This design comes from an exercise in tuning for small area and a short achievable clock period on the open sky130 flow, not from production work. In this exercise RTL edits were held to simulation tests only and were not proved equivalent to the original. The clock port is modelled as an ideal driver, which makes a skipped or thinned clock tree look cheaper than it is; a real chip needs a root buffer or a tree.

==> v35 <==
## mult_top
module mult_top (
    input             clk,
    input      [31:0] mplier,
    input      [31:0] mcand,
    output     [63:0] product
);
    reg  [31:0] mplier_q;
    reg  [31:0] mcand_q;
    reg  [63:0] product_q;
    wire [63:0] product_d;
    signed_array_mplier #(.N(32)) u_mult (
        .mplier (mplier_q),
        .mcand  (mcand_q),
        .product(product_d)
    );
    always @(posedge clk) begin
        mplier_q  <= mplier;
        mcand_q   <= mcand;
        product_q <= product_d;
    end
    assign product = product_q;
endmodule
Settings: LEC_CHECK=0, ABC_AREA=1, CAP_MARGIN=20, CORE_MARGIN=2, CORE_UTILIZATION=40, SLEW_MARGIN=20, SYNTH_HIERARCHICAL=1, SYNTH_MINIMUM_KEEP_SIZE=0; clock period 28.0 ns.
standard.sh (not shown) runs the stock make flow with config.mk's settings and CLKGATE_MAP_FILE= SYNTH_SCRIPT=/design/flow/synth_recipe.tcl, a recipe that flattens the netlist after the stock synthesis.
==> flow/flow/run.sh <==
#!/bin/bash
# Own layout flow: the standard flow (standard.sh) with the standard
# synthesis unchanged, then the layout steps with
#  - the buffers ABC inserted removed at floorplan (the resizer rebuffers),
#  - plain buffers (buf_2) on the ports,
#  - repair_timing aiming at a slack margin below the fixed clock period, so
#    that it sizes and buffers the multiplier's critical paths.
# The output of each make run is in make_*.log here; each step's log is in
# orfs/logs/.
set -euo pipefail
bash standard.sh synth > make_synth.log 2>&1
bash standard.sh \
  SETUP_SLACK_MARGIN=21.3 \
  REMOVE_ABC_BUFFERS=0 \
  "BUFFER_PORTS_ARGS=-buffer_cell sky130_fd_sc_hd__buf_2" CTS_BUF_LIST=sky130_fd_sc_hd__clkbuf_8 \
  finish > make_finish.log 2>&1
==> v24 (differences from v35) <==
--- a/flow/flow/run.sh
+++ b/flow/flow/run.sh
@@ -13,4 +13,4 @@
   SETUP_SLACK_MARGIN=21.3 \
-  REMOVE_ABC_BUFFERS=0 \
-  "BUFFER_PORTS_ARGS=-buffer_cell sky130_fd_sc_hd__buf_2" CTS_BUF_LIST=sky130_fd_sc_hd__clkbuf_8 \
+  REMOVE_ABC_BUFFERS=1 \
+  "BUFFER_PORTS_ARGS=-buffer_cell sky130_fd_sc_hd__buf_2" \
   finish > make_finish.log 2>&1
Settings changed: CORE_UTILIZATION 40 to 60.
==> results.py <==
metrics = {
    "final_layout": {
        "buffer_area_share_pct": 5.65,
        "num_antenna_cells": 2,
        "design_area_sq_mm": 0.0264,
        "mostFrequentLayoutCells": "xnor2_1 (521), o22ai_1 (492), fa_1 (440), nand2_1 (171), inv_1 (142)",
    },
    "sta": {
        "max_freq_mhz": 151,
    },
    "clock_tree": {
        "cts-root-buf": "clkbuf_8",
        "path_clk_slew_ps": 80,
    },
    "routing": {
        "post_drt_wl_per_cell_um": 23.8,
        "vias": 19700,
        "wl_mm": 78.9,
        "wl_met1_mm": 30.6,
    },
    "worst_setup_path": {
        "critPathMaxStageDelay_ps": 340,
    },
    "min_path": {
        "hp-start": "mplier_q[30]",
    },
    "global_routing": {
        "grt_pass1_vias": 21600,
        "use_met2_pct": 43.6,
    },
    "place": {
        "gp_congestion": 0.933,
    },
    "status": {
        "outcome": "no timing/DRC/antenna violations",
    },
}
# the run above: v35

==> results.py <==
metrics = {
    "place": {
        "gp_congestion": 0.924,
        "placed_cells": 3008,
    },
    "clock_tree": {
        "clock_sinks": 128,
        "path_clk_slew_ps": 90,
    },
    "routing": {
        "post_drt_wl_per_cell_um": 25.2,
        "wl_met1_mm": 29.7,
        "vias": 19700,
    },
    "min_path": {
        "hp-start": "mplier_q[1]",
    },
    "sta": {
        "max_freq_mhz": 151,
        "period_minus_slack_ps": 6630,
    },
    "final_layout": {
        "design_area_sq_mm": 0.0262,
        "buffer_area_share_pct": 5.49,
        "num_antenna_cells": 1,
    },
    "global_routing": {
        "use_met2_pct": 57.9,
    },
    "status": {
        "outcome": "no timing/DRC/antenna violations",
    },
}
# the run above: v24


==> inputs of run a <==
mult_top again, from the RTL that the note above started with.
export LEC_CHECK = 0
export ABC_AREA = 1
export CAP_MARGIN = 20
export CORE_MARGIN = 2
export CORE_UTILIZATION = 40
export SLEW_MARGIN = 20
export SYNTH_HIERARCHICAL = 1
export SYNTH_MINIMUM_KEEP_SIZE = 0
create_clock -name core_clock -period 28.0 [get_ports {clk}]
==> flow/flow/run.sh <==
#!/bin/bash
# Own layout flow: the standard flow (standard.sh) with the standard
# synthesis unchanged, then the layout steps with
#  - the buffers ABC inserted removed at floorplan (the resizer rebuffers),
#  - plain buffers (buf_2) on the ports,
#  - repair_timing aiming at a slack margin below the fixed clock period, so
#    that it sizes and buffers the multiplier's critical paths.
# The output of each make run is in make_*.log here; each step's log is in
# orfs/logs/.
set -euo pipefail
bash standard.sh synth > make_synth.log 2>&1
bash standard.sh \
  SETUP_SLACK_MARGIN=21.3 \
  REMOVE_ABC_BUFFERS=0 \
  "BUFFER_PORTS_ARGS=-buffer_cell sky130_fd_sc_hd__buf_2" SLEW_MARGIN=50 CAP_MARGIN=50 \
  finish > make_finish.log 2>&1
==> inputs of run b, as changes to run a <==
==> flow/flow/run.sh (replaced) <==
#!/bin/bash
# Own layout flow: the standard flow (standard.sh) with the standard
# synthesis unchanged, then the layout steps with
#  - plain buffers (buf_2) on the ports,
#  - a two-level balanced clock tree (flow/cts_own.tcl) in place of ORFS's CTS,
#  - repair_timing aiming at a slack margin below the fixed clock period, so
#    that it sizes and buffers the multiplier's critical paths.
# The output of each make run is in make_*.log here; each step's log is in
# orfs/logs/.
set -euo pipefail
export OWN_FLOW_DIR=$(pwd)/flow
bash standard.sh synth > make_synth.log 2>&1
bash standard.sh \
  SETUP_SLACK_MARGIN=21.45 \
  "BUFFER_PORTS_ARGS=-buffer_cell sky130_fd_sc_hd__buf_2" \
  PRE_CTS_TCL=$OWN_FLOW_DIR/cts_own.tcl \
  finish > make_finish.log 2>&1
==> flow/flow/cts_own.tcl (new file) <==
set own_l1 sky130_fd_sc_hd__clkbuf_8
set own_l2 sky130_fd_sc_hd__clkbuf_16
set db [ord::get_db]
set block [ord::get_db_block]
set clk_net [$block findNet clk]
set sinks {}
foreach it [$clk_net getITerms] {
  set inst [$it getInst]
  set bb [$inst getBBox]
  set x [expr {([$bb xMin] + [$bb xMax]) / 2}]
  set y [expr {([$bb yMin] + [$bb yMax]) / 2}]
  lappend sinks [list $it $x $y]
}
puts "own cts: [llength $sinks] clock sinks"

# split items (lists whose elements 1, 2 are x, y) into two halves of equal
# size along the longer side of their bounding box
proc own_halves {items} {
  set xs {}; set ys {}
  foreach s $items { lappend xs [lindex $s 1]; lappend ys [lindex $s 2] }
  set xs [lsort -integer $xs]; set ys [lsort -integer $ys]
  set idx [expr {([lindex $xs end] - [lindex $xs 0]) >= ([lindex $ys end] - [lindex $ys 0]) ? 1 : 2}]
  set sorted [lsort -integer -index $idx $items]
  set h [expr {[llength $sorted] / 2}]
  return [list [lrange $sorted 0 [expr {$h - 1}]] [lrange $sorted $h end]]
}
proc own_centroid {items} {
  set sx 0; set sy 0
  foreach s $items { incr sx [lindex $s 1]; incr sy [lindex $s 2] }
  return [list [expr {$sx / [llength $items]}] [expr {$sy / [llength $items]}]]
}
proc own_buffer {name master in_net cx cy} {
  set block [ord::get_db_block]
  set inst [odb::dbInst_create $block $master $name]
  set net [odb::dbNet_create $block "${name}_net"]
  $net setSigType CLOCK
  [$inst findITerm A] connect $in_net
  [$inst findITerm X] connect $net
  set m [$inst getMaster]
  $inst setLocation [expr {$cx - [$m getWidth] / 2}] [expr {$cy - [$m getHeight] / 2}]
  $inst setPlacementStatus PLACED
  return $net
}

set m1 [$db findMaster $own_l1]
set m2 [$db findMaster $own_l2]
set quarters {}
foreach h [own_halves $sinks] { foreach q [own_halves $h] { lappend quarters $q } }
set qi 0
foreach q $quarters {
  set eighths [own_halves $q]
  set leaves {}
  foreach e $eighths { lappend leaves [concat [own_centroid $e]] }
  # first-level buffer midway between its two second-level buffers
  set c1 [own_centroid [list [concat x [lindex $leaves 0]] [concat x [lindex $leaves 1]]]]
  set n1 [own_buffer "clkbuf_own_l1_$qi" $m1 $clk_net [lindex $c1 0] [lindex $c1 1]]
  set ei 0
  foreach e $eighths {
    set c2 [own_centroid $e]
    set n2 [own_buffer "clkbuf_own_l2_${qi}_$ei" $m2 $n1 [lindex $c2 0] [lindex $c2 1]]
    foreach s $e {
      set it [lindex $s 0]
      $it disconnect
      $it connect $n2
    }
    puts "own cts: clkbuf_own_l2_${qi}_$ei drives [llength $e] registers"
    incr ei
  }
  incr qi
}
set_propagated_clock [all_clocks]
rename clock_tree_synthesis own_unused_clock_tree_synthesis
proc clock_tree_synthesis {args} {
  puts "own cts: ORFS clock_tree_synthesis skipped, two-level tree built by flow/cts_own.tcl"
}
==> inputs of run c, as changes to run a <==
--- a/flow/flow/run.sh
+++ b/flow/flow/run.sh
@@ -12,5 +12,5 @@
 bash standard.sh \
   SETUP_SLACK_MARGIN=21.3 \
-  REMOVE_ABC_BUFFERS=0 \
-  "BUFFER_PORTS_ARGS=-buffer_cell sky130_fd_sc_hd__buf_2" SLEW_MARGIN=50 CAP_MARGIN=50 \
+  REMOVE_ABC_BUFFERS=1 \
+  "BUFFER_PORTS_ARGS=-buffer_cell sky130_fd_sc_hd__buf_2" TNS_END_PERCENT=0 \
   finish > make_finish.log 2>&1
==> summary.md <==
| Metric | Value |
|---|---|
| Status | `no timing/DRC/antenna violations` |
| R2R Setup Slk | `21,560 ps` |
| WL final | `79,230 um` |
| Biggest cell delay along the critical path | `330 ps` |
| Non-clk invs | `152` |
| Max Root-Sink Buffers | `2` |
| Share of cells above drive strength 1 | `12.01%` |
| Met1 wire length | `30,570 um` |
| Launching point of the worst reg2reg path | `mplier_q[23]$_DFF_P_` |
| Post-cts gate resize count | `35` |
| Period utilisation layout | `23.41%` |
| Clk latency of the worst-skew pair | `500 ps` |
| Finished Cell Area | `26,540 sq um` |
| Nets | `3,139` |
[end of results for run a]
==> summary.md <==
| Metric | Value |
|---|---|
| Finished Cell Area | `26,510 sq um` |
| Nets | `3,144` |
| Post-cts gate resize count | `39` |
| R2R Path End | `product_q[47]$_DFF_P_` |
| Status | `no timing/DRC/antenna violations` |
| WL final | `80,720 um` |
| Max Root-Sink Buffers | `2` |
| Met1 wire length | `30,730 um` |
| Period utilisation layout | `23.54%` |
| Non-clk invs | `157` |
| Launching point of the worst reg2reg path | `mplier_q[7]$_DFF_P_` |
| Share of cells above drive strength 1 | `12.43%` |
| R2R Setup Slk | `21,550 ps` |
[end of results for run c]
==> summary.md <==
| Metric | Value |
|---|---|
| Met1 wire length | `31,040 um` |
| Syn Area/Cell | `9.644 sq um` |
| Launching point of the worst reg2reg path | `mplier_q[21]$_DFF_P_` |
| Share of cells above drive strength 1 | `12.42%` |
| Finished Cell Area | `26,530 sq um` |
| Busiest grt layer | `met2` |
| Slew HR | `58.15%` |
| Initial antenna violation count | `1` |
| Clk latency of the worst-skew pair | `330 ps` |
| WL final | `79,670 um` |
| Biggest cell delay along the critical path | `330 ps` |
| Worst slew pin tran | `624.3 ps` |
| R2R Setup Slk | `21,720 ps` |
| Status | `no timing/DRC/antenna violations` |
| Cells after Synth | `2,572` |
[end of results for run b]
In run b the design's own scripts or RTL, not TritonCTS, make the clock network.

[separate check: timing with driven ports]
How much do the figures lean on ideal ports? The routed layouts below were timed once more, with nothing changed but the port constraints. Step 1 assumes that a clkbuf_16 drives the clock port and a buf_2 every other input. Step 2 also shifts input and output timing later by t, the mid clock arrival at the registers, as if the neighbouring blocks saw the same clock. a / b / c = ideal ports / drivers / drivers and shift; a / b = the first two.
| run | shift t [ns] | setup slack, ns | worst hold slack (ns) | worst setup path at the end | worst register clock-pin slew, ns |
|---|---|---|---|---|---|
| v35 | 0.609 | 21.371 / 21.316 / 21.569 | 0.928 / 0.928 / 0.928 | register to register | 0.09 / 0.09 |
| v24 | 0.560 | 21.373 / 21.314 / 21.492 | 0.813 / 0.813 / 0.813 | register to register | 0.09 / 0.09 |
| run a | 0.552 | 21.446 / 21.384 / 21.562 | 0.917 / 0.917 / 0.917 | register to register | 0.07 / 0.07 |
| run b | 0.429 | 21.628 / 21.504 / 21.723 | 0.919 / 0.919 / 0.919 | register to register | 0.09 / 0.09 |
| run c | 0.553 | 21.408 / 21.347 / 21.552 | 0.905 / 0.905 / 0.905 | register to register | 0.08 / 0.08 |
After both steps setup and hold are still met in every run listed.
